This is an optimization exercise on Yosys and OpenROAD, whose aim is small area, not a production implementation. Only simulation tests tie the RTL to the original design; equivalence was not proved. Power figures rest on the tool's default switching activity, not on a simulated workload.

==> flow/run.sh <==
#!/bin/bash
# synth_recipe.tcl (not shown) runs the flow's synth.tcl, then flattens the netlist and writes it again
# the make line also repeats each setting of config.mk as NAME=value (left out here)
make -C /OpenROAD-flow-scripts/flow DESIGN_CONFIG=/design/flow/config.mk WORK_HOME=/design/flow/orfs CLKGATE_MAP_FILE= SYNTH_SCRIPT=/design/flow/synth_recipe.tcl finish
==> flow/config.mk <==
export PLATFORM = sky130hd
export DESIGN_NAME = EF_TCC32_apb
export DESIGN_NICKNAME = EF_TCC32_apb
export VERILOG_FILES = /design/flow/design.v
export SDC_FILE = /design/flow/constraint.sdc
export NUM_CORES = 4
export LEC_CHECK = 0
export CAP_MARGIN = 20
export CORE_MARGIN = 2
export CORE_UTILIZATION = 40
export SLEW_MARGIN = 20
export SYNTH_HIERARCHICAL = 1
export SYNTH_MINIMUM_KEEP_SIZE = 0
==> flow/constraint.sdc <==
create_clock -name core_clock -period 10.0 [get_ports {PCLK}]
set_input_delay 2.0000 -clock core_clock [delete_from_list [all_inputs] [get_ports {PCLK}]]
set_output_delay 2.0000 -clock core_clock [all_outputs]
set_load 0.01 [all_outputs]
==> flow/design.v <==
`timescale          1ns/1ns
`default_nettype    none
module tcc_inv   (input wire a, output wire y); assign y = ~a; endmodule
module tcc_nand2 (input wire a, b, output wire y); assign y = ~(a & b); endmodule
module tcc_nor2  (input wire a, b, output wire y); assign y = ~(a | b); endmodule
module tcc_nor2b (input wire a, bn, output wire y); assign y = ~a & bn; endmodule
module tcc_xor2  (input wire a, b, output wire y); assign y = a ^ b; endmodule
module tcc_xnor2 (input wire a, b, output wire y); assign y = ~(a ^ b); endmodule
module tcc_nor4  (input wire a, b, c, d, output wire y); assign y = ~(a | b | c | d); endmodule
module tcc_nand4 (input wire a, b, c, d, output wire y); assign y = ~(a & b & c & d); endmodule
module tcc_a22o  (input wire a1, a2, b1, b2, output wire y); assign y = (a1 & a2) | (b1 & b2); endmodule
module tcc_eq32 (input wire [31:0] a, input wire [31:0] b, output wire y);
    wire [31:0] d;
    wire [7:0]  g;
    wire [1:0]  h;
    genvar i;
    generate for (i = 0; i < 32; i = i + 1) begin : g_x
        tcc_xor2 u (.a(a[i]), .b(b[i]), .y(d[i]));
    end endgenerate
    generate for (i = 0; i < 8; i = i + 1) begin : g_o
        tcc_nor4 u (.a(d[4*i]), .b(d[4*i+1]), .c(d[4*i+2]), .d(d[4*i+3]), .y(g[i]));
    end endgenerate
    tcc_nand4 u_h0 (.a(g[0]), .b(g[1]), .c(g[2]), .d(g[3]), .y(h[0]));
    tcc_nand4 u_h1 (.a(g[4]), .b(g[5]), .c(g[6]), .d(g[7]), .y(h[1]));
    tcc_nor2  u_y  (.a(h[0]), .b(h[1]), .y(y));
endmodule
module tcc_zero32 (input wire [31:0] a, output wire y);
    wire [7:0]  g;
    wire [1:0]  h;
    genvar i;
    generate for (i = 0; i < 8; i = i + 1) begin : g_o
        tcc_nor4 u (.a(a[4*i]), .b(a[4*i+1]), .c(a[4*i+2]), .d(a[4*i+3]), .y(g[i]));
    end endgenerate
    tcc_nand4 u_h0 (.a(g[0]), .b(g[1]), .c(g[2]), .d(g[3]), .y(h[0]));
    tcc_nand4 u_h1 (.a(g[4]), .b(g[5]), .c(g[6]), .d(g[7]), .y(h[1]));
    tcc_nor2  u_y  (.a(h[0]), .b(h[1]), .y(y));
endmodule
module tcc_tmr_next (
    input  wire        cnt, up, r0, r1,
    input  wire [31:0] q, p,
    output wire [31:0] d
);
    wire [32:0] c;       
    wire [31:0] x;
    assign c[0] = cnt;
    genvar i;
    generate for (i = 0; i < 32; i = i + 1) begin : g_b
        wire y;
        if (i % 2 == 0) begin : g_e
            tcc_xnor2 u_y (.a(q[i]), .b(up),   .y(y));       
            tcc_nand2 u_c (.a(c[i]), .b(y),    .y(c[i+1]));
            tcc_xor2  u_x (.a(q[i]), .b(c[i]), .y(x[i]));
        end else begin : g_o
            tcc_xor2  u_y (.a(q[i]), .b(up),   .y(y));       
            tcc_nor2  u_c (.a(c[i]), .b(y),    .y(c[i+1]));
            tcc_xnor2 u_x (.a(q[i]), .b(c[i]), .y(x[i]));
        end
        tcc_a22o u_d (.a1(r0), .a2(x[i]), .b1(r1), .b2(p[i]), .y(d[i]));
    end endgenerate
endmodule
module tcc_ctr_next (
    input  wire        cnt, nkeep,
    input  wire [31:0] q,
    output wire [31:0] d
);
    wire [32:0] c;       
    wire [31:0] xn;
    assign c[0] = cnt;
    genvar i;
    generate for (i = 0; i < 32; i = i + 1) begin : g_b
        if (i % 2 == 0) begin : g_e
            tcc_nand2 u_c (.a(c[i]), .b(q[i]), .y(c[i+1]));
            tcc_xnor2 u_x (.a(q[i]), .b(c[i]), .y(xn[i]));
        end else begin : g_o
            tcc_nor2b u_c (.a(c[i]), .bn(q[i]), .y(c[i+1]));
            tcc_xor2  u_x (.a(q[i]), .b(c[i]), .y(xn[i]));
        end
        tcc_nor2 u_d (.a(nkeep), .b(xn[i]), .y(d[i]));
    end endgenerate
endmodule
module EF_TCC32 (
    input   wire            clk,
    input   wire            rst_n,
    input   wire            ctr_in,
    input   wire [31:0]     period,
    input   wire [31:0]     ctr_match,
    output  reg  [31:0]     tmr,
    output  reg  [31:0]     cp_count,
    input   wire [ 3:0]     clk_src,
    output  wire            to_flag,
    output  wire            match_flag,
    input   wire            tmr_en,
    input   wire            one_shot,
    input   wire            up,
    input   wire            cp_en,
    input   wire [1:0]      cp_event,
    output  wire            cp_flag,
    input   wire            en
);
    reg ctr_in_sync0, ctr_in_sync1, ctr_in_sync_delayed;
    always @(posedge clk) begin
        ctr_in_sync0        <= ctr_in;
        ctr_in_sync1        <= ctr_in_sync0;
        ctr_in_sync_delayed <= ctr_in_sync1;
    end
    reg [7:0] pre;
    always @(posedge clk)
        if (!rst_n)
            pre <= 8'd0;
        else if (en)
            pre <= pre + 1'd1;
    wire ctr_mode    = (clk_src == 4'd9);
    wire tmr_clk_src = ~clk_src[3] ? pre[clk_src[2:0]] :
                       ctr_mode    ? ctr_in_sync1      : 1'b1;
    reg tmr_clk_src_delayed;
    always @(posedge clk)
        tmr_clk_src_delayed <= tmr_clk_src;
    wire tmr_clk = (clk_src == 4'd8) | (~tmr_clk_src_delayed & tmr_clk_src);
    reg  stop;
    wire eq_period, tmr_zero;
    tcc_eq32   u_eq_period (.a(tmr), .b(period), .y(eq_period));
    tcc_zero32 u_tmr_zero  (.a(tmr), .y(tmr_zero));
    assign to_flag = up ? eq_period : tmr_zero;
    wire        reload = ~tmr_en | to_flag;
    wire [31:0] tmr_d;
    tcc_tmr_next u_tmr_next (
        .cnt(~stop & tmr_clk), .up(up), .r0(~reload), .r1(reload & ~up),
        .q(tmr), .p(period), .d(tmr_d)
    );
    always @(posedge clk)
        tmr <= tmr_d;
    always @(posedge clk)
        if (~tmr_en)
            stop <= 1'b0;
        else if (to_flag & one_shot)
            stop <= 1'b1;
    reg [31:0] cp_ctr;
    reg        cp_counting, cp_counting_delayed;
    wire cp_pos = ~ctr_in_sync_delayed &  ctr_in_sync1;
    wire cp_neg =  ctr_in_sync_delayed & ~ctr_in_sync1;
    always @(posedge clk)
        if (!cp_en)
            cp_counting <= 1'b0;
        else if ((cp_event[0] & cp_pos) | (cp_event[1] & cp_neg))
            cp_counting <= ~cp_counting;
    wire [31:0] cp_ctr_d;
    tcc_ctr_next u_ctr_next (
        .cnt(tmr_clk), .nkeep(~(cp_counting & rst_n)), .q(cp_ctr), .d(cp_ctr_d)
    );
    always @(posedge clk)
        cp_ctr <= cp_ctr_d;
    always @(posedge clk)
        cp_counting_delayed <= cp_counting;
    assign cp_flag = cp_counting_delayed & ~cp_counting;
    always @(posedge clk)
        if (cp_flag | ~rst_n)
            cp_count <= cp_ctr;
    wire eq_match;
    tcc_eq32 u_eq_match (.a(tmr), .b(ctr_match), .y(eq_match));
    reg match, match_delayed;
    always @(posedge clk) begin
        match         <= eq_match & ctr_mode;
        match_delayed <= match;
    end
    assign match_flag = match & ~match_delayed;
endmodule
`timescale			1ns/1ns
`default_nettype	none
module tcc_a22oi  (input wire a1, a2, b1, b2, output wire y); assign y = ~((a1 & a2) | (b1 & b2)); endmodule
module tcc_a222oi (input wire a1, a2, b1, b2, c1, c2, output wire y); assign y = ~((a1 & a2) | (b1 & b2) | (c1 & c2)); endmodule
module tcc_nand3  (input wire a, b, c, output wire y); assign y = ~(a & b & c); endmodule
module tcc_nand4b (input wire a, b, c, d, output wire y); assign y = ~(a & b & c & d); endmodule
module tcc_rd_bit #(parameter K = 1'b0) (
    input wire sel_t, sel_p, sel_c, sel_m, sel_k, nsel_d,
    input wire t, p, c, m, k,
    output wire y
);
    wire n0, n1;
    tcc_a222oi u_0 (.a1(sel_t), .a2(t), .b1(sel_p), .b2(p), .c1(sel_c), .c2(c), .y(n0));
    tcc_a22oi  u_1 (.a1(sel_m), .a2(m), .b1(sel_k), .b2(k), .y(n1));
    generate if (K) begin : g_k
        tcc_nand3 u_y (.a(n0), .b(n1), .c(nsel_d), .y(y));
    end else begin : g_z
        tcc_nand2 u_y (.a(n0), .b(n1), .y(y));
    end endgenerate
endmodule
module tcc_rd_bit_lo (
    input wire sel_t, sel_p, sel_c, sel_m, sel_k, nsel_d, sel_r, sel_i, sel_s,
    input wire t, p, c, m, k, r, i, s,
    output wire y
);
    wire n0, n1, n2;
    tcc_a222oi u_0 (.a1(sel_t), .a2(t), .b1(sel_p), .b2(p), .c1(sel_c), .c2(c), .y(n0));
    tcc_a22oi  u_1 (.a1(sel_m), .a2(m), .b1(sel_k), .b2(k), .y(n1));
    tcc_a222oi u_2 (.a1(sel_r), .a2(r), .b1(sel_i), .b2(i), .c1(sel_s), .c2(s), .y(n2));
    tcc_nand4b u_y (.a(n0), .b(n1), .c(n2), .d(nsel_d), .y(y));
endmodule
module EF_TCC32_apb (
	input	wire 		ext_clk,
	input	wire 		PCLK,
	input	wire 		PRESETn,
	input	wire [31:0]	PADDR,
	input	wire 		PWRITE,
	input	wire 		PSEL,
	input	wire 		PENABLE,
	input	wire [31:0]	PWDATA,
	output	wire [31:0]	PRDATA,
	output	wire 		PREADY,
	output	wire 		irq
);
	localparam[15:0] TIMER_REG_ADDR = 16'h0000;
	localparam[15:0] PERIOD_REG_ADDR = 16'h0004;
	localparam[15:0] COUNTER_REG_ADDR = 16'h0008;
	localparam[15:0] COUNTER_MATCH_REG_ADDR = 16'h000c;
	localparam[15:0] CONTROL_REG_ADDR = 16'h0010;
	localparam[15:0] ICR_REG_ADDR = 16'h0f00;
	localparam[15:0] RIS_REG_ADDR = 16'h0f04;
	localparam[15:0] IM_REG_ADDR = 16'h0f08;
	localparam[15:0] MIS_REG_ADDR = 16'h0f0c;
	localparam[31:0] DEFAULT_READ = 32'hDEADBEEF;
	reg	[31:0]	PERIOD_REG;
	reg	[31:0]	COUNTER_MATCH_REG;
	reg	[31:0]	CONTROL_REG;
	reg	[2:0]	IM_REG;
	reg	[2:0]	RIS_REG;
	reg		irq_pend;
	wire[31:0]	tmr;
	wire[31:0]	cp_count;
	wire		to_flag, cp_flag, match_flag;
	wire[2:0]	flags	= {match_flag, cp_flag, to_flag};
	wire		apb_we	= PWRITE & PSEL & PENABLE;
	wire[15:0]	addr	= PADDR[15:0];
	EF_TCC32 inst_to_wrap (
		.clk(PCLK),
		.rst_n(PRESETn),
		.ctr_in(ext_clk),
		.period(PERIOD_REG),
		.ctr_match(COUNTER_MATCH_REG),
		.tmr(tmr),
		.cp_count(cp_count),
		.clk_src(CONTROL_REG[11:8]),
		.to_flag(to_flag),
		.match_flag(match_flag),
		.tmr_en(CONTROL_REG[1]),
		.one_shot(CONTROL_REG[17]),
		.up(CONTROL_REG[16]),
		.cp_en(CONTROL_REG[3]),
		.cp_event(CONTROL_REG[25:24]),
		.cp_flag(cp_flag),
		.en(CONTROL_REG[0])
	);
	wire[31:0]	wdata	= PWDATA & {32{PRESETn}};
	always @(posedge PCLK) if((apb_we & (addr==PERIOD_REG_ADDR)) | ~PRESETn) PERIOD_REG <= wdata;
	always @(posedge PCLK) if((apb_we & (addr==COUNTER_MATCH_REG_ADDR)) | ~PRESETn) COUNTER_MATCH_REG <= wdata;
	always @(posedge PCLK) if((apb_we & (addr==CONTROL_REG_ADDR)) | ~PRESETn) CONTROL_REG <= wdata;
	always @(posedge PCLK) if((apb_we & (addr==IM_REG_ADDR)) | ~PRESETn) IM_REG <= wdata[2:0];
	wire[2:0]	icr	= (apb_we & (addr==ICR_REG_ADDR)) ? PWDATA[2:0] : 3'd0;
	wire[2:0]	ris_set	= flags | RIS_REG;
	always @(posedge PCLK or negedge PRESETn)
		if(~PRESETn) begin
			RIS_REG  <= 3'd0;
			irq_pend <= 1'b0;
		end else begin
			RIS_REG  <= ris_set & ~icr;
			irq_pend <= |(ris_set & icr & IM_REG);
		end
	wire[2:0]	MIS_REG	= RIS_REG & IM_REG;
	assign irq = (|MIS_REG) | irq_pend;
	wire sel_t = (addr == TIMER_REG_ADDR);
	wire sel_p = (addr == PERIOD_REG_ADDR);
	wire sel_c = (addr == COUNTER_REG_ADDR);
	wire sel_m = (addr == COUNTER_MATCH_REG_ADDR);
	wire sel_k = (addr == CONTROL_REG_ADDR);
	wire sel_i = (addr == ICR_REG_ADDR);
	wire sel_r = (addr == RIS_REG_ADDR);
	wire sel_n = (addr == IM_REG_ADDR);
	wire sel_s = (addr == MIS_REG_ADDR);
	wire nsel_d = sel_t | sel_p | sel_c | sel_m | sel_k | sel_i | sel_r | sel_n | sel_s;
	genvar gi;
	generate for (gi = 0; gi < 32; gi = gi + 1) begin : g_rd
		if (gi < 3) begin : g_lo
			tcc_rd_bit_lo u (
				.sel_t(sel_t), .sel_p(sel_p), .sel_c(sel_c), .sel_m(sel_m), .sel_k(sel_k),
				.nsel_d(nsel_d), .sel_r(sel_r), .sel_i(sel_n), .sel_s(sel_s),
				.t(tmr[gi]), .p(PERIOD_REG[gi]), .c(cp_count[gi]), .m(COUNTER_MATCH_REG[gi]),
				.k(CONTROL_REG[gi]), .r(RIS_REG[gi]), .i(IM_REG[gi]), .s(MIS_REG[gi]),
				.y(PRDATA[gi])
			);
		end else begin : g_hi
			tcc_rd_bit #(.K(DEFAULT_READ[gi])) u (
				.sel_t(sel_t), .sel_p(sel_p), .sel_c(sel_c), .sel_m(sel_m), .sel_k(sel_k),
				.nsel_d(nsel_d),
				.t(tmr[gi]), .p(PERIOD_REG[gi]), .c(cp_count[gi]), .m(COUNTER_MATCH_REG[gi]),
				.k(CONTROL_REG[gi]),
				.y(PRDATA[gi])
			);
		end
	end endgenerate
	assign PREADY = 1'b1;
endmodule
==> notes.md, run 1 <==
----------------------------------------------------
[Timing]
  Final setup TNS ... 0 ps
  Fin. Hold Viols ... 0
  Rel. slew slack ... about a third
  Final-report setup violation count ... 0
  Post-layout min period ... 7575 ps
  Post-route clock skew ... 11.87 ps
  Min setup slack post-route ... roughly 2400 ps
  Unrepaired setup endpoints after global routing ... no
  Number of slew-limit violations in the final report ... 0
  Maximum clock frequency ... roughly 130 MHz
  Share of the clock period used by the worst path after layout ... 75.75%
  Transition time of the tightest slew-check pin ... approximately 1000 ps

[Global route]
  Global routing met2 resource utilization ... 30.72%
  Via count of the first global-routing pass ... around 6,700
  Overall routing resource usage ... between 10% and 20%
  Most Used Layer, Global Route ... met2
  Overflow left after global routing ... 0
  GRT met3 Usage ... under 10%
  Largest net degree at the start of global routing ... 44
  Met1 routing resource usage after global routing ... 26.33%
  Antenna violations before repair ... 0
  First-pass GRT wire length ... 38,220 um

[Yosys]
  Synthesized cell area ... about 10,000 um2
  Largest area contributor in the netlist ... sky130_fd_sc_hd__edfxtp_1
  Register area share after synthesis ... a little under three fifths
  Area share of the largest cell type after synthesis ... between 30% and 40%
  Largest cells by area after synthesis ... sky130_fd_sc_hd__edfxtp_1 (39%), sky130_fd_sc_hd__dfxtp_1 (16%), sky130_fd_sc_hd__xor2_1 (9.9%), sky130_fd_sc_hd__xnor2_1 (4.3%), sky130_fd_sc_hd__a22oi_2 (4.0%)
  Synth Flop Type ... sky130_fd_sc_hd__edfxtp_1
  FFs w/ async S/R, synth ... approximately 1.9%
  Yosys warning total ... 8
  Number of library cell types mapped by synthesis ... 51
  Count of flip-flops with a built-in enable after synthesis ... ~130
  Synth Register Bits ... around 220
  Avg Inst Size Synth ... about 13 um2
  Syn nets ... approximately 860
  Post-synthesis instance total ... 784

[Final layout]
  Nets ... slightly below 1,000
  Antenna Diode Count ... 0
  Fillers ... between 2,000 and 2,500
  Layout area overhead ... 21.86%
  Share of post-route cells with drive strength above 1 ... between 10% and 20%
  Final std cell area, no fill ... about 12,000 um2

[Routing]
  Wire per inst ... between 15 and 20 um
  Antenna Nets Post-Route ... 0
  Detailed-route DRC error count ... 0
  DRT Pass-1 Iters ... 7
  Drt via density ... 5.387
  Wire length reported by the detailed router ... ~25,000 um
  Starting DRC count in detailed routing ... 582
  Via count ... approximately 6,700

[Die]
  Site row count ... 57
  Die area ... about 26,000 um2
  IO Pins ... about 100
  Vertical die dimension ... ~160 um
  Starting utilization of the core area ... ~41%
  Core Box Area ... about 24,000 um2
  Die extent in x ... between 150 and 200 um

[Placed design]
  Worst setup slack after placement ... approximately 2400 ps
  Area after DPL ... roughly 11,000 um2
  # port buffers ... 86
  Final weighted congestion of routability-driven global placement ... roughly 0.77
  Hpwl dp ... 15,400 um

[Setup path]
  Startpoint kind of the worst setup timing path ... primary input
  Worst setup path startpoint ... PADDR[7]
  Worst EP required ... approximately 8000 ps
  WP data arrival ... between 5000 and 6000 ps
  Critical Path End Type ... output pin
  Worst reg2reg startpoint ... CONTROL_REG[8]
  Largest fanout of any net on the critical path ... 14
  Critical Setup Path Class ... primary input to output pin

[Clock tree]
  Number of H-tree levels ... 1
  Maximum count of clock buffers along a single path ... 3
  Number of buffers added by the clock tree synthesis step ... 24
  Number of buffers added to fix hold violations after cts ... 0
  Sinks on Clock Net ... 216
  CTS Root Buffer Type ... sky130_fd_sc_hd__clkbuf_16
  Number of buffers inserted by post-CTS setup repair ... 0
  Clock transition at the register clock pins on the worst setup and hold paths after CTS ... around 60 ps
  Clock insertion delay at the later pin of the skew report ... around 510 ps
  CTS tree ... done
  Number of resized instances in the post-cts repair step ... 0

[Power and ir drop]
  Int Power ... roughly 1700 uW
  Peak supply drop ... approximately 0.14 mV
  Switching power total ... 530.9 uW
  Pwr per Cell Area ... around 180 nW/um2
  Clock network fraction of total power ... ~40%
  Seq pwr share ... approximately half
  Gate power share ... roughly a tenth
  Sw frac ... 24.32%
  Leakage ... slightly above 0.004 uW

[Hold path]
  Hold WC Path Type ... register to register
  Launch instance of the worst min-delay path ... inst_to_wrap.match

[Status]
  Outcome ... no timing/DRC/antenna violations

[Job]
  Maximum capacitance violations ... 0

----------------------------------------------------
[per-module statistics from Yosys, one instance, submodules excluded, a selection]
| module | times used | flops+latches | cells |
|---|---|---|---|
| EF_TCC32_apb | 1 | 103 | 187 |
| EF_TCC32 | 1 | 113 | 180 |
| tcc_nor4 | 24 | 0 | 1 |
| tcc_a22oi | 32 | 0 | 1 |
| tcc_xnor2 | 48 | 0 | 1 |
| tcc_nand4 | 6 | 0 | 1 |
[cell usage after synthesis, types with 5 or more instances]
cell type and number:
sky130_fd_sc_hd__and2_1 35, sky130_fd_sc_hd__a22o_1 32, sky130_fd_sc_hd__xor2_1 114, sky130_fd_sc_hd__inv_1 7
sky130_fd_sc_hd__a22oi_2 32, sky130_fd_sc_hd__edfxtp_1 131, sky130_fd_sc_hd__nor2b_4 15, sky130_fd_sc_hd__nand2_1 46
sky130_fd_sc_hd__a21oi_1 6, sky130_fd_sc_hd__nor3_1 10, sky130_fd_sc_hd__a222oi_1 35, sky130_fd_sc_hd__nor4_2 24
sky130_fd_sc_hd__dfxtp_1 81, sky130_fd_sc_hd__nor2_1 64, sky130_fd_sc_hd__nand4_1 12, sky130_fd_sc_hd__nand3_1 26
sky130_fd_sc_hd__xnor2_1 49, sky130_fd_sc_hd__or3_1 5
[metal layers]
layer | part of all wire [%] | wire (um) | vias up
li1 | - | - | 3209
met1 | 46 | 11360 | 3276
met2 | 47 | 11600 | 190
met3 | 5.3 | 1299 | 37
met4 | 1.7 | 430 | 0
met5 | 0 | 0 | -
[placed cells by master, fill, tap and decap left out, types with 35 or more instances in the layout]
cell type                         Yosys  final
sky130_fd_sc_hd__clkdlybuf4s50_1      0     85
sky130_fd_sc_hd__xnor2_1             49     49
sky130_fd_sc_hd__and2_1              35     35
sky130_fd_sc_hd__nor2_1              64     62
sky130_fd_sc_hd__a222oi_1            35     35
sky130_fd_sc_hd__xor2_1             114    114
sky130_fd_sc_hd__nand2_1             46     46
sky130_fd_sc_hd__edfxtp_1           131    131
sky130_fd_sc_hd__dfxtp_1             81     81
[sequential cells by signal, indices dropped and copies added (netlist names), 3 cells and up]
register	count
PERIOD_REG	32
inst_to_wrap.cp_count	32
CONTROL_REG	32
COUNTER_MATCH_REG	32
inst_to_wrap.cp_ctr	32
inst_to_wrap.tmr	32
IM_REG	3
RIS_REG	3
inst_to_wrap.pre	8
[metrics by stage]
step                total power [uW]  cells  util (%)  hold slack [ps]
floorplan                       1241    784         -            309.6
global placement                1320   1202     46.78            334.0
detailed placement              1323   1202     46.78            341.6
CTS                             2199   1246     50.03            356.8
global route                    2259   1246     50.03            360.6
finish                          2183   1246     50.03            351.1
[critical path, stage by stage]
cell	delay [ps]
sky130_fd_sc_hd__clkdlybuf4s50_1	400
sky130_fd_sc_hd__nor4_1	360
sky130_fd_sc_hd__nand3_1	550
sky130_fd_sc_hd__nor3_2	980
sky130_fd_sc_hd__buf_4	440
sky130_fd_sc_hd__a22oi_2	130
sky130_fd_sc_hd__nand3_1	150
sky130_fd_sc_hd__clkdlybuf4s50_1	550
[power by group through the flow]
stage                     logic [uW]  registers (uW)  clock network, uW
after floorplan                  146            1100                  0
after global placement           212            1110                  0
after detailed placement         214            1110                  0
after CTS                        215            1090                892
after global routing             234            1100                924
final                            213            1090                879
[path summary, 6_finish.rpt]
path,to,slack [ps],cells after the start
max,PRDATA[25],2430,8
min,inst_to_wrap.match_delayed,350,0
max reg2reg,inst_to_wrap.tmr[31],3630,36
min reg2reg,inst_to_wrap.match_delayed,350,0
max in group asynchronous,RIS_REG[2],8110,2
min in group asynchronous,RIS_REG[1],1550,2
[cell families after synthesis]
group | count (synthesis) | share of synthesized area [%]
fa+ha+maj | 1 | 0.1246
other cells | 1 | 0.03734
mux | 6 | 0.6353
buf+inv | 14 | 0.6603
xor+xnor | 163 | 14.21
flops | 216 | 56.31
simple gates | 257 | 15.72
compound gates | 126 | 12.30
[final cells by class]
class / count / area, um2 / area share, %
flip-flops and latches: 216 / 5655 / 46.21
multi-input cells: 554 / 4387 / 35.84
repair buffers: 101 / 968.4 / 7.913
clock buffers: 38 / 744.5 / 6.083
well taps: 324 / 405.4 / 3.312
clock inverters: 6 / 52.55 / 0.4294
inverters: 7 / 26.28 / 0.2147
==> run 2, diff against run 1 <==
--- a/flow/config.mk
+++ b/flow/config.mk
@@ -10,2 +10,5 @@
 export CORE_UTILIZATION = 40
+export CTS_BUF_LIST = sky130_fd_sc_hd__clkbuf_8
+export CTS_CLUSTER_DIAMETER = 50
+export CTS_CLUSTER_SIZE = 15
 export SLEW_MARGIN = 20
==> run 2 against run 1 <==
Effect of this change: critical path type unchanged; largest cell class unchanged; cell area down 1.1%; combinational power about the same; sequential share of layout area up 0.52 points; first-iteration DRC count down 3.3%; clock-buffer cell count down 11; power down 4.9%; still clean on timing, DRC and antenna; largest power group unchanged; highest routed layer unchanged.
==> notes.md, run 2 <==
----------------------------------------------------
[Timing]
  Fin. Hold Viols ... 0 (unchanged)
  Transition time of the tightest slew-check pin ... 1049 ps (+50.34 ps)
  Share of the clock period used by the worst path after layout ... 76.26% (+0.51 points)
  Final setup TNS ... 0 ps (unchanged)
  Final worst hold slack ... 350.1 ps (-1.072 ps)
  Number of slew-limit violations in the final report ... 0 (unchanged)
  Post-layout min period ... 7626 ps (+51.42 ps)
  Post-route clock skew ... 25.16 ps (+13.28 ps)
  Maximum clock frequency ... 131.1 MHz (-0.67%)
  Rel. slew slack ... 29.67% (-3.4 points)
  Final-report setup violation count ... 0 (unchanged)
  Unrepaired setup endpoints after global routing ... no

[Clock tree]
  Number of buffers added to fix hold violations after cts ... 0 (unchanged)
  Number of H-tree levels ... 1 (unchanged)
  CTS tree ... done
  Clock transition at the register clock pins on the worst setup and hold paths after CTS ... 80 ps (+20 ps)
  Number of buffers inserted by post-CTS setup repair ... 0 (unchanged)
  Sinks on Clock Net ... 216 (unchanged)
  Number of resized instances in the post-cts repair step ... 0 (unchanged)
  Maximum count of clock buffers along a single path ... 3 (unchanged)
  Clock insertion delay at the later pin of the skew report ... 560 ps (+50 ps)
  CTS Root Buffer Type ... sky130_fd_sc_hd__clkbuf_8
  Number of buffers added by the clock tree synthesis step ... 26 (+8.3%)

[Yosys]
  Count of flip-flops with a built-in enable after synthesis ... 131 (unchanged)
  Largest cells by area after synthesis ... sky130_fd_sc_hd__edfxtp_1 (39%), sky130_fd_sc_hd__dfxtp_1 (16%), sky130_fd_sc_hd__xor2_1 (9.9%), sky130_fd_sc_hd__xnor2_1 (4.3%), sky130_fd_sc_hd__a22oi_2 (4.0%)
  Synth Register Bits ... 216 (unchanged)
  Synth cell count leaders ... sky130_fd_sc_hd__edfxtp_1 (131), sky130_fd_sc_hd__xor2_1 (114), sky130_fd_sc_hd__dfxtp_1 (81), sky130_fd_sc_hd__nor2_1 (64), sky130_fd_sc_hd__xnor2_1 (49)
  Post-synthesis instance total ... 784 (unchanged)
  Yosys warning total ... 8 (unchanged)
  FFs w/ async S/R, synth ... 1.852% (unchanged)
  Avg Inst Size Synth ... 12.81 um2 (unchanged)
  Synthesized cell area ... 10,040 um2 (unchanged)
  Area share of the largest cell type after synthesis ... 39.17% (unchanged)
  Largest area contributor in the netlist ... sky130_fd_sc_hd__edfxtp_1
  Number of library cell types mapped by synthesis ... 51 (unchanged)
  Synth Flop Type ... sky130_fd_sc_hd__edfxtp_1
  Cell with the most instances after synthesis ... sky130_fd_sc_hd__edfxtp_1
  Syn nets ... 855 (unchanged)
  Register area share after synthesis ... 56.31% (unchanged)

[Final layout]
  Layout area overhead ... 20.52%
  Most used cells in the layout excluding fill and tap cells ... sky130_fd_sc_hd__edfxtp_1 (131), sky130_fd_sc_hd__xor2_1 (114), sky130_fd_sc_hd__clkdlybuf4s50_1 (85), sky130_fd_sc_hd__dfxtp_1 (81), sky130_fd_sc_hd__nor2_1 (62)
  Antenna Diode Count ... 0 (unchanged)
  Nets ... 977 (+0.21%)
  Core utilization of the finished layout ... 49.48% (-0.55 points)
  Leading cell type in the layout, fill and taps excluded ... sky130_fd_sc_hd__edfxtp_1
  Share of post-route cells with drive strength above 1 ... 16.74% (+1.1 points)

[Die]
  Die area ... 26,390 um2 (unchanged)
  Site row count ... 57 (unchanged)
  Die extent in x ... 162.5 um (unchanged)
  Starting utilization of the core area ... 41.06% (unchanged)
  Vertical die dimension ... 162.5 um (unchanged)
  IO Pins ... 104 (unchanged)
  Core Box Area ... 24,460 um2 (unchanged)

[Setup path]
  Worst reg2reg startpoint ... CONTROL_REG[8]
  Buffers & Inverters on Critical Path ... 3 (unchanged)
  Startpoint kind of the worst setup timing path ... primary input
  Worst EP required ... 8000 ps (about the same)
  Slowest cell on the critical path ... sky130_fd_sc_hd__nor3_2
  Critical Path End Type ... output pin
  Largest fanout of any net on the critical path ... 14 (unchanged)
  Cell breakdown of the critical path ... clkdlybuf4s50_1 -> nor4_1 -> nand3_1 -> nor3_2 -> buf_4 -> a22oi_2 -> nand3_1 -> clkdlybuf4s50_1
  Worst setup path startpoint ... PADDR[7]
  Critical path's top delay family ... simple AND/OR/NAND/NOR gates
  WP data arrival ... 5630 ps (+60 ps)
  Biggest cell delay along the critical path ... 1020 ps (+40 ps)
  Critical Setup Path Class ... primary input to output pin
  Crit. path cell count ... 8 (unchanged)
  R2r worst-path depth ... 36 (unchanged)

[Placed design]
  # port buffers ... 86 (unchanged)
  Hpwl dp ... 15,400 um (unchanged)
  Final weighted congestion of routability-driven global placement ... 0.7706 (unchanged)

[Job]
  Maximum capacitance violations ... 0 (unchanged)

[Routing]
  Wire per inst ... 19.71 um (-0.54%)
  Wire length reported by the detailed router ... 24,630 um (-0.22%)
  DRT Pass-1 Iters ... 6 (-1)
  Detailed-route DRC error count ... 0 (unchanged)
  Antenna Nets Post-Route ... 0 (unchanged)
  Drt via density ... 5.387 (about the same)
  Starting DRC count in detailed routing ... 563 (-3.3%)
  Via count ... 6,734 (+0.33%)

[Global route]
  Via count of the first global-routing pass ... 6,692 (+0.60%)
  Largest net degree at the start of global routing ... 44 (unchanged)
  Antenna violations before repair ... 0 (unchanged)
  Overflow left after global routing ... 0 (unchanged)
  Overall routing resource usage ... 18.74% (+0.12 points)
  First-pass GRT wire length ... 38,380 um (+0.43%)

[Hold path]
  Hold WC Path Type ... register to register
  Worst hold path cell count ... 0 (unchanged)
  Launch instance of the worst min-delay path ... inst_to_wrap.ctr_in_sync0

[Power and ir drop]
  Pwr per Cell Area ... 171.5 nW/um2 (-3.9%)
  Peak supply drop ... 0.1623 mV (+20%)
  Leakage ... 0.004075 uW (-1.4%)
  Tot Pwr ... 2075 uW (-4.9%)

[Status]
  Outcome ... no timing/DRC/antenna violations

----------------------------------------------------
run 2: cell counts after synthesis:
No cell type changed its count.
run 2: per-stage QoR:
stage                     setup slack [ps]  cell area (um2)  instances
final                                 2374            12100       1250
after global routing                  2101            12100       1250
after CTS                             2333            12100       1250
after detailed placement              2361            11440       1202
after global placement                2446            11440       1202
after floorplan                       1710            10040        784
run 2: logic make-up after synthesis:
group                    after synthesis  share of synthesized area [%]
multiplexers                           6                         0.6353
flip-flops                           216                          56.31
XOR/XNOR                             163                          14.21
buffers and inverters                 14                         0.6603
adder cells (fa/ha/maj)                1                         0.1246
AND/OR/NAND/NOR                      257                          15.72
other                                  1                        0.03734
AO/OA/AOI/OAI                        126                          12.30
run 2: path summary, 6_finish.rpt:
check	slack, ps	end
hold reg to reg	350	inst_to_wrap.ctr_in_sync1
min in group asynchronous	1500	RIS_REG[1]
setup reg to reg	3600	inst_to_wrap.tmr[31]
hold / removal	350	inst_to_wrap.ctr_in_sync1
max in group asynchronous	8140	RIS_REG[2]
setup / recovery	2370	PRDATA[25]
run 2: routing by layer:
metal  global-route usage [%]  up-vias  wire length, um
met4                    4.063        0              372
met5                        0        -                0
met3                    2.572       32             1284
met1                    26.33     3299            11280
li1                         -     3214                -
met2                    31.06      189            11700
run 2: per-module statistics from Yosys, one instance, submodules excluded, excerpt:
module        cells  flops+latches
EF_TCC32        180            113
tcc_a22oi         1              0
tcc_nor2          1              0
tcc_xnor2         1              0
tcc_nand3         1              0
EF_TCC32_apb    187            103
run 2: layout make-up:
type	count	area, um2
Sequential cell	216	5655
Clock inverter	21	290.3
Multi-Input combinational cell	554	4387
Clock buffer	27	371.6
Timing Repair Buffer	101	968.4
Tap cell	324	405.4
Fill cell	2206	12360
Inverter	7	26.28
run 2: power breakdown:
part	switching (uW)	internal [uW]	total (uW)
Sequential	76.4	1010	1090
Combinational	109	105	214
Clock	368	405	773
==> run 3, diff against run 2 <==
==> flow/flow/run.sh (new file) <==
#!/bin/bash
# Standard ORFS layout (the standard.sh), with two changes to how the
# layout is made:
#  - port buffers use the smallest buffer cell (buf_1) instead of ORFS's pick
#  - after global routing, non-critical gates are downsized (RECOVER_POWER)
# The make output goes to flow_make.log; ORFS's own per-step logs stay under
# orfs/logs/.
set -euo pipefail
bash standard.sh \
  "BUFFER_PORTS_ARGS=-buffer_cell sky130_fd_sc_hd__buf_1" \
  "RECOVER_POWER=100" \
  finish > flow_make.log 2>&1
==> flow/standard.sh (new file) <==
#!/bin/bash
# synth_recipe.tcl (not shown) runs the flow's synth.tcl, then flattens the netlist and writes it again
# the make line also repeats each setting of config.mk as NAME=value (left out here)
make -C /OpenROAD-flow-scripts/flow DESIGN_CONFIG=/design/flow/config.mk WORK_HOME=/design/flow/orfs CLKGATE_MAP_FILE= SYNTH_SCRIPT=/design/flow/synth_recipe.tcl "${@:-finish}"
removed: flow/run.sh
==> run 3 against run 2 <==
Effect of this change: now fails the layout checks on max-capacitance violations, max-slew violations; worst hold slack got worse by 2.2 ps; wire length fell by 2.1%; die area did not move; power fell by 4.6%; worst setup slack got worse by 310 ps; cell count fell by 0.16%; clock-buffer cell count fell by 1; clock skew fell by 2.4 ps; clock power fell by about 10%; maximum frequency fell by 3.9%; area after synthesis did not move.
==> notes.md, run 3 <==
----------------------------------------------------
[Timing]
  Unrepaired setup endpoints after global routing ... no
  Post-route clock skew ... 22.71 ps (-2.448 ps)
  Share of the clock period used by the worst path after layout ... 79.40% (+3.1 points)
  Final setup TNS ... 0 ps (unchanged)
  Transition time of the tightest slew-check pin ... 2770 ps (+1721 ps)
  Maximum clock frequency ... 125.9 MHz (-3.9%)
  Final-report setup violation count ... 0 (unchanged)
  Min setup slack post-route ... 2060 ps (-313.4 ps)
  Fin. Hold Viols ... 0 (unchanged)
  Post-layout min period ... 7940 ps (+313.4 ps)
  Rel. slew slack ... -84.66% (-110 points)
  Number of slew-limit violations in the final report ... 243 (+243)

[Die]
  Die area ... 26,390 um2 (unchanged)
  Site row count ... 57 (unchanged)
  Vertical die dimension ... 162.5 um (unchanged)
  Core Box Area ... 24,460 um2 (unchanged)
  IO Pins ... 104 (unchanged)
  Starting utilization of the core area ... 41.06% (unchanged)
  Die extent in x ... 162.5 um (unchanged)

[Routing]
  Wire length reported by the detailed router ... 24,130 um (-2.1%)
  DRT Pass-1 Iters ... 5 (-1)
  Detailed-route DRC error count ... 0 (unchanged)
  Antenna Nets Post-Route ... 0 (unchanged)
  Via count ... 6,690 (-0.65%)
  Starting DRC count in detailed routing ... 488 (-13%)
  Wire per inst ... 19.33 um (-1.9%)
  Drt via density ... 5.361 (-0.49%)

[Yosys]
  Adder-cell share of the synthesized area ... 0.1246% (unchanged)
  Area share of the largest cell type after synthesis ... 39.17% (unchanged)
  Basic-gate share of the synthesized area counting and, or, nand and nor cells ... 15.72% (unchanged)
  Main combinational cell family by area after synthesis ... simple AND/OR/NAND/NOR gates
  Cell with the most instances after synthesis ... sky130_fd_sc_hd__edfxtp_1
  Avg Inst Size Synth ... 12.81 um2 (unchanged)
  Yosys warning total ... 8 (unchanged)
  Number of library cell types mapped by synthesis ... 51 (unchanged)
  FFs w/ async S/R, synth ... 1.852% (unchanged)
  Share of cell area taken by muxes after synthesis ... 0.6354% (unchanged)
  Count of flip-flops with a built-in enable after synthesis ... 131 (unchanged)
  Synthesized cell area ... 10,040 um2 (unchanged)
  Syn nets ... 855 (unchanged)
  Fraction of synthesized cell area in xor and xnor cells ... 14.21% (unchanged)
  Synth Register Bits ... 216 (unchanged)
  Synth cell count leaders ... sky130_fd_sc_hd__edfxtp_1 (131), sky130_fd_sc_hd__xor2_1 (114), sky130_fd_sc_hd__dfxtp_1 (81), sky130_fd_sc_hd__nor2_1 (64), sky130_fd_sc_hd__xnor2_1 (49)
  Largest cells by area after synthesis ... sky130_fd_sc_hd__edfxtp_1 (39%), sky130_fd_sc_hd__dfxtp_1 (16%), sky130_fd_sc_hd__xor2_1 (9.9%), sky130_fd_sc_hd__xnor2_1 (4.3%), sky130_fd_sc_hd__a22oi_2 (4.0%)
  Synth Flop Type ... sky130_fd_sc_hd__edfxtp_1
  Post-synthesis instance total ... 784 (unchanged)
  Largest area contributor in the netlist ... sky130_fd_sc_hd__edfxtp_1
  Register area share after synthesis ... 56.31% (unchanged)
  Post-synthesis compound-gate area fraction ... 12.30% (unchanged)

[Placed design]
  Worst setup slack after placement ... 3595 ps (+1234 ps)
  Final weighted congestion of routability-driven global placement ... 0.7514 (-2.5%)
  Hpwl dp ... 15,280 um (-0.80%)
  # port buffers ... 86 (unchanged)

[Setup path]
  WP data arrival ... 5940 ps (+310 ps)
  Startpoint kind of the worst setup timing path ... primary input
  Cell breakdown of the critical path ... buf_1 -> nor4_1 -> nand3_1 -> nor3_2 -> clkbuf_1 -> a22oi_1 -> nand3_1 -> buf_1
  Critical Path End Type ... output pin
  Largest fanout of any net on the critical path ... 32 (+18)
  Worst EP required ... 8000 ps (about the same)
  Biggest cell delay along the critical path ... 1990 ps (+970 ps)
  Critical Setup Path Class ... primary input to output pin
  Slowest cell on the critical path ... sky130_fd_sc_hd__clkbuf_1

[Hold path]
  Hold WC Path Type ... register to register

[Final layout]
  Antenna Diode Count ... 0 (unchanged)
  Share of post-route cells with drive strength above 1 ... 13.31% (-3.4 points)
  Nets ... 976 (-0.10%)
  Layout area overhead ... 12.73%
  Leading cell type in the layout, fill and taps excluded ... sky130_fd_sc_hd__edfxtp_1
  Most used cells in the layout excluding fill and tap cells ... sky130_fd_sc_hd__edfxtp_1 (131), sky130_fd_sc_hd__xor2_1 (114), sky130_fd_sc_hd__buf_1 (84), sky130_fd_sc_hd__dfxtp_1 (81), sky130_fd_sc_hd__nor2_1 (63)

[Clock tree]
  Number of buffers added to fix hold violations after cts ... 0 (unchanged)
  Number of resized instances in the post-cts repair step ... 0 (unchanged)
  Maximum count of clock buffers along a single path ... 3 (unchanged)
  Sinks on Clock Net ... 216 (unchanged)
  CTS tree ... done
  Number of H-tree levels ... 1 (unchanged)
  CTS Root Buffer Type ... sky130_fd_sc_hd__clkbuf_8
  Number of buffers inserted by post-CTS setup repair ... 0 (unchanged)
  Number of buffers added by the clock tree synthesis step ... 25 (-3.8%)
  Clock transition at the register clock pins on the worst setup and hold paths after CTS ... 90 ps (about the same)
  Clock insertion delay at the later pin of the skew report ... 570 ps (about the same)

[Global route]
  Most Used Layer, Global Route ... met2
  Via count of the first global-routing pass ... 6,632 (-0.90%)
  GRT met3 Usage ... 2.419% (-0.15 points)
  Overflow left after global routing ... 0 (unchanged)
  Overall routing resource usage ... 18.22% (-0.52 points)
  Antenna violations before repair ... 0 (unchanged)
  Global routing met2 resource utilization ... 31.06% (unchanged)
  Met1 routing resource usage after global routing ... 24.91% (-1.4 points)
  Largest net degree at the start of global routing ... 44 (unchanged)
  First-pass GRT wire length ... 37,460 um (-2.4%)

[Power and ir drop]
  Pwr per Cell Area ... 174.8 nW/um2 (+2.0%)
  Peak supply drop ... 0.1021 mV (-37%)
  Leakage ... 0.003716 uW (-8.8%)

[Status]
  Outcome ... failed layout checks
  Layout check failures ... max-capacitance violations, max-slew violations

[Job]
  Maximum capacitance violations ... 7 (+7)

----------------------------------------------------
run 3: cell counts after synthesis:
No cell type changed its count.
run 3: cell families after synthesis:
family,count (synthesis)
simple gates,257
flops,216
xor+xnor,163
compound gates,126
buf+inv,14
mux,6
fa+ha+maj,1
other cells,1
run 3: report_power, final:
| group | switching (uW) | internal (uW) | total, uW |
|---|---|---|---|
| Sequential | 76.4 | 1010 | 1090 |
| Clock | 355 | 340 | 695 |
| Combinational | 106 | 88.5 | 195 |
run 3: cell type report:
cell class              instances  area [um2]
flip-flops and latches        216        5655
repair buffers                101       402.9
clock buffers                  26       357.8
well taps                     324       405.4
clock inverters                20       224.0
fillers                      2316       13140
inverters                       7       26.28
multi-input cells             554        4250
run 3: per-module statistics from Yosys, one instance, submodules excluded, excerpt:
module	flip-flops and latches	cell area [um2]	copies in the design
tcc_nand4b	0	6.256	3
tcc_nor2b	0	13.76	15
EF_TCC32_apb	103	3591	1
EF_TCC32	113	3023	1
tcc_a222oi	0	10.01	35
tcc_xnor2	0	8.758	48
tcc_xor2	0	8.758	111
tcc_nand4	0	6.256	6
tcc_nand3	0	5.005	21
tcc_nor2	0	3.754	50
tcc_nor4	0	12.51	24
tcc_a22o	0	8.758	32
tcc_nand2	0	3.754	40
run 3: path summary, 6_finish.rpt:
check,start,to,slack (ps),cells after the start
worst max register to register,CONTROL_REG[8],inst_to_wrap.cp_ctr[31],3390,36
worst min register to register,inst_to_wrap.ctr_in_sync0,inst_to_wrap.ctr_in_sync1,350,0
max in group asynchronous,PRESETn,irq_pend,6670,2
worst max-delay path,PADDR[7],PRDATA[11],2060,8
worst min-delay path,inst_to_wrap.ctr_in_sync0,inst_to_wrap.ctr_in_sync1,350,0
min in group asynchronous,PRESETn,RIS_REG[0],2140,2
run 3: worst max-delay path, delay by kind of cell:
family,cells,cell delay (ps)
buffers and inverters,3,2230
and+or+nand+nor,4,1380
AOI/OAI and AO/OA,1,320
run 3: through the flow:
step	hold WS [ps]	cells	util (%)	area [um2]	total power, uW
final	347.9	1248	46.28	11320	1980
after global routing	356.3	1248	46.28	11320	2064
after CTS	347.3	1248	46.96	11490	2005
after detailed placement	344.4	1202	44.58	10910	1310
after global placement	344.5	1202	44.58	10910	1306
after floorplan	309.6	784	-	10040	1241
run 3: per-layer routing:
layer / vias to the layer above / share of wire, %
met5: - / 0
li1: 3218 / -
met4: 0 / 1.6
met2: 132 / 48
met3: 30 / 4.2
met1: 3310 / 46
==> run 4, diff against run 3 <==
==> flow/flow/run.sh (replaced) <==
#!/bin/bash
# Standard ORFS layout (the standard.sh) with two changes to how the
# layout is made:
#  - after synthesis, combinational cells that ABC sized up are set back to
#    their smallest size (flow/downsize.py); the resizer sizes up again where
#    slew, capacitance or timing need it
#  - port buffers use the smallest buffer cell (buf_1)
# Each step's output goes to its own log in this folder; ORFS's own per-step
# logs stay under orfs/logs/.
set -euo pipefail
RES=orfs/results/${FLOW_PLATFORM}/EF_TCC32_apb/base
LIB=${FLOW_HOME}/platforms/${FLOW_PLATFORM}/lib/sky130_fd_sc_hd__tt_025C_1v80.lib
bash standard.sh "$PWD/$RES/1_2_yosys.v" > flow_synth.log 2>&1
python3 flow/downsize.py "$LIB" "$RES/1_2_yosys.v" > flow_downsize.log 2>&1
bash standard.sh \
  "BUFFER_PORTS_ARGS=-buffer_cell sky130_fd_sc_hd__buf_1" \
  finish > flow_make.log 2>&1
==> flow/flow/downsize.py (new file) <==
#!/usr/bin/env python3
"""Replace every combinational cell in a Yosys netlist by the smallest-area
cell of the same family (same function and pins, e.g. nor4_2 -> nor4_1).
Flip-flops, buffers and inverters are left as they are. The placer's
repair_design and repair_timing size cells up again where slew, capacitance
or timing need it.  usage: downsize.py LIB NETLIST"""
import re, sys
lib, net = sys.argv[1], sys.argv[2]
area = {}
for c in re.split(r'\n\s*cell\s*\(', open(lib).read())[1:]:
    n = re.match(r'\s*"?(\w+)', c).group(1)
    m = re.search(r'area\s*:\s*([\d.]+)', c)
    if m:
        area[n] = float(m.group(1))
fam = {}
for n, a in area.items():
    m = re.match(r'(sky130_fd_sc_hd__\w+?)_(\d+)$', n)
    if m:
        fam.setdefault(m.group(1), []).append((a, int(m.group(2)), n))
skip = re.compile(r'__(e?s?df|dl|buf|clkbuf|inv|clkinv|bufinv|clkdly|dlygate|dlymetal|conb|tap|fill|decap|lpflow|probe|diode|macro)')
best = {}
for f, v in fam.items():
    if skip.search(f + '_'):
        continue
    v.sort()
    for a, d, n in v:
        best[n] = v[0][2]
s = open(net).read()
cnt = [0]
def rep(m):
    n = m.group(1)
    b = best.get(n, n)
    if b != n:
        cnt[0] += 1
    return b + m.group(2)
s = re.sub(r'\b(sky130_fd_sc_hd__\w+)(\s+\S+\s*\()', rep, s)
open(net, 'w').write(s)
print('downsized', cnt[0], 'cells')
--- a/flow/config.mk
+++ b/flow/config.mk
@@ -9,6 +9,6 @@
 export CORE_MARGIN = 2
-export CORE_UTILIZATION = 40
+export CORE_UTILIZATION = 60
 export CTS_BUF_LIST = sky130_fd_sc_hd__clkbuf_8
-export CTS_CLUSTER_DIAMETER = 50
-export CTS_CLUSTER_SIZE = 15
+export CTS_CLUSTER_DIAMETER = 60
+export CTS_CLUSTER_SIZE = 20
 export SLEW_MARGIN = 20
==> run 4 against run 3 <==
Effect of this change: the run now finishes clean; clock power decreased by 24%; flip-flop and latch count unchanged; maximum frequency grew 13%; clock skew grew 2.5 ps; cell area shrank 5.5%; core utilization is 22 points higher; global-route usage increased by 9.8 points; die area down 36%; sequential share of layout area grew 2.9 points; synthesized cell count did not move; worst hold slack got worse by 0.76 ps; critical path type is now register to register; largest power group unchanged.
==> notes.md, run 4 <==
----------------------------------------------------
[Job]
  Maximum capacitance violations ... 0 (-7)

[Routing]
  Wire length reported by the detailed router ... 23,580 um (-2.3%)
  Drt via density ... 6.061 (+13%)
  Detailed-route DRC error count ... 0 (unchanged)
  Starting DRC count in detailed routing ... 571 (+17%)
  Antenna Nets Post-Route ... 0 (unchanged)
  Wire per inst ... 21.01 um (+8.7%)
  Via count ... 6,801 (+1.7%)
  DRT Pass-1 Iters ... 8 (+3)

[Die]
  Site row count ... 46 (-19%)
  Core Box Area ... 15,770 um2 (-36%)
  Vertical die dimension ... 130.4 um (-20%)
  Die extent in x ... 130.4 um (-20%)
  Die area ... 17,000 um2 (-36%)
  Starting utilization of the core area ... 60.78% (+20 points)
  IO Pins ... 104 (unchanged)

[Timing]
  Fin. Hold Viols ... 0 (unchanged)
  Rel. slew slack ... 27.53% (+110 points)
  Final setup TNS ... 0 ps (unchanged)
  Share of the clock period used by the worst path after layout ... 70.51% (-8.9 points)
  Transition time of the tightest slew-check pin ... 1081 ps (-1689 ps)
  Maximum clock frequency ... 141.8 MHz (+13%)
  Post-layout min period ... 7051 ps (-888.7 ps)
  Unrepaired setup endpoints after global routing ... no
  Number of slew-limit violations in the final report ... 0 (-100%)
  Post-route clock skew ... 25.24 ps (+2.532 ps)
  Final-report setup violation count ... 0 (unchanged)

[Final layout]
  Share of post-route cells with drive strength above 1 ... 5.740% (-7.6 points)
  Antenna Diode Count ... 0 (unchanged)
  Most used cells in the layout excluding fill and tap cells ... sky130_fd_sc_hd__edfxtp_1 (131), sky130_fd_sc_hd__xor2_1 (114), sky130_fd_sc_hd__buf_1 (85), sky130_fd_sc_hd__dfxtp_1 (81), sky130_fd_sc_hd__nor2_1 (62)
  Layout area overhead ... 11.58%
  Number of standard cells in the layout, taps in and fillers out ... 1,122 (-10%)
  Nets ... 967 (-0.92%)
  Leading cell type in the layout, fill and taps excluded ... sky130_fd_sc_hd__edfxtp_1
  Fillers ... 1,265 (-45%)

[Clock tree]
  Number of H-tree levels ... 1 (unchanged)
  Clock transition at the register clock pins on the worst setup and hold paths after CTS ... 120 ps (+30 ps)
  Maximum count of clock buffers along a single path ... 3 (unchanged)
  CTS Root Buffer Type ... sky130_fd_sc_hd__clkbuf_8
  Number of buffers inserted by post-CTS setup repair ... 0 (unchanged)
  Number of resized instances in the post-cts repair step ... 0 (unchanged)
  Number of buffers added to fix hold violations after cts ... 0 (unchanged)
  CTS tree ... done
  Clock insertion delay at the later pin of the skew report ... 520 ps (-50 ps)
  Sinks on Clock Net ... 216 (unchanged)
  Number of buffers added by the clock tree synthesis step ... 16 (-36%)

[Setup path]
  Critical Path End Type ... register
  Slack of the worst reg-to-reg path ... 2950 ps (-440 ps)
  Worst setup path startpoint ... CONTROL_REG[8]
  WP data arrival ... 7450 ps (+1510 ps)
  Worst reg2reg startpoint ... CONTROL_REG[8]
  Worst EP required ... 10,390 ps (+2390 ps)
  Crit path top cell by count ... sky130_fd_sc_hd__nand2_1
  Critical Setup Path Class ... register to register
  Largest fanout of any net on the critical path ... 7 (-78%)
  Slowest cell on the critical path ... sky130_fd_sc_hd__edfxtp_1
  Biggest cell delay along the critical path ... 540 ps (-1450 ps)
  Startpoint kind of the worst setup timing path ... register

[Yosys]
  Synthesized cell area ... 9585 um2 (-4.6%)
  Avg Inst Size Synth ... 12.23 um2 (-4.6%)
  Post-synthesis instance total ... 784 (unchanged)
  Yosys warning total ... 8 (unchanged)
  Syn nets ... 855 (unchanged)

[Placed design]
  Placed Cells ... 1,094 (-9.0%)
  Final weighted congestion of routability-driven global placement ... 0.8472 (+13%)
  # port buffers ... 86 (unchanged)
  Hpwl dp ... 14,970 um (-2.0%)

[Power and ir drop]
  Sw frac ... 25.83% (-1.3 points)
  Pwr per Cell Area ... 167.6 nW/um2 (-4.2%)
  Gate power share ... 10.2% (+0.4 points)
  Switching power total ... 463.0 uW (-14%)
  Clock network fraction of total power ... 29.3% (-5.8 points)
  Seq pwr share ... 60.5% (+5.4 points)
  Leakage ... 0.003609 uW (-2.9%)
  Peak supply drop ... 0.1387 mV (+36%)
  Int Power ... 1329 uW (-7.8%)

[Global route]
  Overall routing resource usage ... 27.99% (+9.8 points)
  Overflow left after global routing ... 0 (unchanged)
  Antenna violations before repair ... 0 (unchanged)
  First-pass GRT wire length ... 36,550 um (-2.4%)
  Largest net degree at the start of global routing ... 44 (unchanged)
  Via count of the first global-routing pass ... 6,904 (+4.1%)

[Hold path]
  Hold WC Path Type ... register to register
  Launch instance of the worst min-delay path ... inst_to_wrap.ctr_in_sync0

[Status]
  Outcome ... no timing/DRC/antenna violations

----------------------------------------------------
[run 4: cell types whose count changed in the layout (fill, tap and decap cells not counted), moves of 9 or more]
cell and change:
sky130_fd_sc_hd__nor4_1 +22, sky130_fd_sc_hd__a22oi_2 -29, sky130_fd_sc_hd__clkbuf_1 -10, sky130_fd_sc_hd__a22oi_1 +29, sky130_fd_sc_hd__nor4_2 -22, sky130_fd_sc_hd__buf_4 +9
[run 4: final cells by class]
| class | instances | area, um2 | area share [%] |
|---|---|---|---|
| clock inverter | 9 | 112.6 | 1.053 |
| inverter | 7 | 26.28 | 0.2457 |
| tap | 216 | 270.3 | 2.527 |
| timing repair buffer | 101 | 436.7 | 4.083 |
| clock buffer | 19 | 261.5 | 2.445 |
| sequential | 216 | 5655 | 52.88 |
| multi-input combinational | 554 | 3933 | 36.77 |
[run 4: worst paths after layout]
path,endpoint,cells after the start
max,inst_to_wrap.cp_ctr[31],36
min,inst_to_wrap.ctr_in_sync1,0
max reg2reg,inst_to_wrap.cp_ctr[31],36
min reg2reg,inst_to_wrap.ctr_in_sync1,0
max in group asynchronous,irq_pend,2
min in group asynchronous,RIS_REG[0],2
[run 4: metal layers]
metal	vias up	GRT usage [%]	wire [um]
met2	233	49.37	11830
met4	0	9.574	634
li1	3180	-	-
met5	-	0	0
met1	3339	36.06	9724
met3	49	3.502	1385
[run 4: critical path, delay by kind of cell, from the launching register on]
| family | cells | cell delay (ps) |
|---|---|---|
| simple gates | 32 | 5200 |
| mux | 1 | 190 |
| flops | 1 | 540 |
| xor+xnor | 1 | 200 |
| compound gates | 2 | 830 |
[run 4: power by group through the flow]
stage / clock network, uW / logic, uW / registers (uW)
6_report: 525 / 183 / 1080
5_1_grt: 568 / 200 / 1090
4_1_cts: 531 / 182 / 1080
3_5_place_dp: 0 / 181 / 1100
3_3_place_gp: 0 / 175 / 1100
2_1_floorplan: 0 / 128 / 1090
[run 4: per-stage QoR]
step / cell area (um2) / power (uW) / worst slack [ps] / utilization (%) / hold slack [ps]
detailed placement: 10320 / 1285 / 2937 / 65.45 / 326.2
floorplan: 9585 / 1217 / 2891 / - / 309.6
finish: 10700 / 1792 / 2949 / 67.82 / 347.1
global placement: 10320 / 1275 / 3101 / 65.45 / 312.2
global route: 10700 / 1862 / 2319 / 67.82 / 358.8
CTS: 10700 / 1798 / 2870 / 67.82 / 352.4
==> run 5, diff against run 4 <==
--- a/flow/config.mk
+++ b/flow/config.mk
@@ -9,6 +9,6 @@
 export CORE_MARGIN = 2
-export CORE_UTILIZATION = 60
+export CORE_UTILIZATION = 40
 export CTS_BUF_LIST = sky130_fd_sc_hd__clkbuf_8
-export CTS_CLUSTER_DIAMETER = 60
-export CTS_CLUSTER_SIZE = 20
+export CTS_CLUSTER_DIAMETER = 50
+export CTS_CLUSTER_SIZE = 15
 export SLEW_MARGIN = 20
==> run 5 against run 4 <==
Effect of this change: still clean on timing, DRC and antenna; global-route usage shrank 9.2 points; clock skew grew 2.0 ps; area after synthesis is the same; critical endpoint unchanged; largest power group unchanged.
==> notes.md, run 5 <==
----------------------------------------------------
[Status]
  Outcome ... no timing/DRC/antenna violations

[Clock tree]
  CTS Root Buffer Type ... sky130_fd_sc_hd__clkbuf_8
  CTS tree ... done
  Sinks on Clock Net ... 216 (unchanged)
  Maximum count of clock buffers along a single path ... 3 (unchanged)
  Number of H-tree levels ... 1 (unchanged)
  Number of resized instances in the post-cts repair step ... 0 (unchanged)
  Number of buffers inserted by post-CTS setup repair ... 0 (unchanged)
  Number of buffers added to fix hold violations after cts ... 0 (unchanged)
  Clock insertion delay at the later pin of the skew report ... 570 ps (+50 ps)
  Clock transition at the register clock pins on the worst setup and hold paths after CTS ... 90 ps (-30 ps)
  Number of buffers added by the clock tree synthesis step ... 25 (+9)

[Timing]
  Final setup TNS ... 0 ps (unchanged)
  Share of the clock period used by the worst path after layout ... 69.19% (-1.3 points)
  Post-route clock skew ... 27.25 ps (+2.009 ps)
  Transition time of the tightest slew-check pin ... 1092 ps (+10.49 ps)
  Final worst hold slack ... 331.4 ps (-15.72 ps)
  Maximum clock frequency ... 144.5 MHz (+1.9%)
  Number of slew-limit violations in the final report ... 0 (unchanged)
  Unrepaired setup endpoints after global routing ... no
  Fin. Hold Viols ... 0 (unchanged)
  Final-report setup violation count ... 0 (unchanged)
  Rel. slew slack ... 27.15% (-0.39 points)
  Post-layout min period ... 6919 ps (-132.5 ps)

[Setup path]
  WP data arrival ... 7350 ps (-100 ps)
  Slowest cell on the critical path ... sky130_fd_sc_hd__edfxtp_1
  Biggest cell delay along the critical path ... 530 ps (about the same)
  Critical Setup Path Class ... register to register
  Largest fanout of any net on the critical path ... 7 (unchanged)
  Startpoint kind of the worst setup timing path ... register
  Critical Path End Type ... register
  Worst EP required ... 10,430 ps (+40 ps)
  Buffers & Inverters on Critical Path ... 0 (unchanged)
  Crit path top cell by count ... sky130_fd_sc_hd__nand2_1
  Critical path's top delay family ... simple AND/OR/NAND/NOR gates

[Routing]
  Wire per inst ... 19.34 um (-8.0%)
  Drt via density ... 5.399 (-11%)
  Starting DRC count in detailed routing ... 703 (+23%)
  Wire length reported by the detailed router ... 24,040 um (+2.0%)
  Detailed-route DRC error count ... 0 (unchanged)
  Antenna Nets Post-Route ... 0 (unchanged)
  Via count ... 6,711 (-1.3%)
  DRT Pass-1 Iters ... 8 (unchanged)

[Yosys]
  Avg Inst Size Synth ... 12.23 um2 (unchanged)
  Yosys warning total ... 8 (unchanged)
  Post-synthesis instance total ... 784 (unchanged)
  Synthesized cell area ... 9585 um2 (unchanged)
  Syn nets ... 855 (unchanged)

[Final layout]
  Number of standard cells in the layout, taps in and fillers out ... 1,243 (+11%)
  Most used cells in the layout excluding fill and tap cells ... sky130_fd_sc_hd__edfxtp_1 (131), sky130_fd_sc_hd__xor2_1 (114), sky130_fd_sc_hd__buf_1 (85), sky130_fd_sc_hd__dfxtp_1 (81), sky130_fd_sc_hd__nor2_1 (62)
  Fillers ... 2,205 (+74%)
  Antenna Diode Count ... 0 (unchanged)
  Core utilization of the finished layout ... 46.64% (-21 points)
  Final std cell area, no fill ... 10,950 um2 (+2.4%)
  Leading cell type in the layout, fill and taps excluded ... sky130_fd_sc_hd__edfxtp_1
  Nets ... 976 (+0.93%)
  Share of post-route cells with drive strength above 1 ... 7.468% (+1.7 points)
  Layout area overhead ... 14.21%

[Die]
  Starting utilization of the core area ... 40.84% (-20 points)
  Site row count ... 56 (+22%)
  Die extent in x ... 158.8 um (+22%)
  Vertical die dimension ... 158.8 um (+22%)
  IO Pins ... 104 (unchanged)
  Core Box Area ... 23,470 um2 (+49%)
  Die area ... 25,220 um2 (+48%)

[Hold path]
  Hold WC Path Type ... register to register

[Global route]
  Largest net degree at the start of global routing ... 44 (unchanged)
  Antenna violations before repair ... 0 (unchanged)
  Overflow left after global routing ... 0 (unchanged)
  First-pass GRT wire length ... 37,400 um (+2.3%)
  Overall routing resource usage ... 18.77% (-9.2 points)
  Via count of the first global-routing pass ... 6,676 (-3.3%)

[Placed design]
  Placed Cells ... 1,197 (+9.4%)
  Final weighted congestion of routability-driven global placement ... 0.7836 (-7.5%)
  # port buffers ... 86 (unchanged)
  Area after DPL ... 10,440 um2 (+1.1%)
  Hpwl dp ... 14,900 um (-0.49%)

[Job]
  Maximum capacitance violations ... 0 (unchanged)

[Power and ir drop]
  Peak supply drop ... 0.08587 mV (-38%)
  Pwr per Cell Area ... 171.7 nW/um2 (+2.5%)
  Leakage ... 0.003675 uW (+1.8%)

----------------------------------------------------
-- run 5: cell types whose count changed in the layout (fill, tap and decap cells not counted), sizes merged --
cell and change:
clkinvlp +2, clkinv +6, bufinv -2, clkbuf +7, inv +5
-- run 5: final cells by class --
cell class	instances	area [um2]	area share [%]
multi-input cells	554	3920	35.81
repair buffers	101	436.7	3.989
clock inverters	20	152.6	1.394
flip-flops and latches	216	5655	51.66
inverters	7	26.28	0.2400
well taps	319	399.1	3.646
clock buffers	26	357.8	3.269
-- run 5: per-stage QoR --
stage / power (uW) / setup slack [ps]
after global placement: 1281 / 3236
after global routing: 1963 / 2222
after floorplan: 1217 / 2891
after CTS: 1896 / 3141
after detailed placement: 1283 / 3182
final: 1880 / 3081
-- run 5: where the power goes --
part | total (uW) | switching [uW] | internal (uW)
Combinational | 181 | 97.7 | 83.2
Sequential | 1080 | 71.1 | 1010
Clock | 616 | 354 | 263
Total | 1880 | 523 | 1360
-- run 5: per-layer routing --
layer,vias up,global-route usage [%],wire (um)
met5,-,0,0
met4,0,5.088,391
met3,26,2.926,1345
met2,195,29.83,11040
met1,3273,26.74,11270
li1,3217,-,-
-- run 5: worst paths after layout --
check	startpoint	to	slack, ps	cells after the start
setup / recovery	CONTROL_REG[8]	inst_to_wrap.cp_ctr[31]	3080	36
hold / removal	inst_to_wrap.ctr_in_sync0	inst_to_wrap.ctr_in_sync1	330	0
setup reg to reg	CONTROL_REG[8]	inst_to_wrap.cp_ctr[31]	3080	36
hold reg to reg	inst_to_wrap.ctr_in_sync0	inst_to_wrap.ctr_in_sync1	330	0
max in group asynchronous	PRESETn	RIS_REG[1]	8120	2
min in group asynchronous	PRESETn	RIS_REG[2]	1530	2
-- run 5: worst register-to-register path: cells and delay by family (launching register included) --
family	cells	cell delay (ps)
mux	1	170
compound gates	2	770
flops	1	530
xor+xnor	1	170
simple gates	32	5190

[separate check: timing with driven ports]
The flow's constraints put no driver on any port. The routed layouts listed below were extracted and timed again, unchanged, in two steps. Step 1 sets driving cells, clkbuf_16 on the clock port and buf_2 on the other inputs (assumed; they add their load-dependent delay and slew). Step 2 moves the port delays by t, midway between the first and last clock arrival at a register: inputs arrive t later, outputs are due t later. That takes back most of the time a late clock gives input paths. Three values: ideal, step 1, step 2; two values: the first two.
run | t, ns | setup slack, ns | clock arrival spread, ns | slew at the worst register clock pin (ns) | pins driven straight from the clock port
run 1 | 0.553 | 2.425 / 2.404 / 2.404 | 0.012 / 0.012 | 0.06 / 0.06 | 1
run 2 | 0.593 | 2.374 / 2.352 / 2.352 | 0.025 / 0.025 | 0.09 / 0.09 | 1
run 3 | 0.595 | 2.060 / 2.040 / 2.040 | 0.023 / 0.023 | 0.09 / 0.09 | 1
run 4 | 0.548 | 2.949 / 2.949 / 2.949 | 0.025 / 0.025 | 0.12 / 0.12 | 1
run 5 | 0.599 | 3.081 / 3.081 / 3.081 | 0.027 / 0.027 | 0.09 / 0.09 | 1
The setup slack of run 2, which loses most, moves by -0.022 ns with the drivers and by -0.022 ns with both steps.
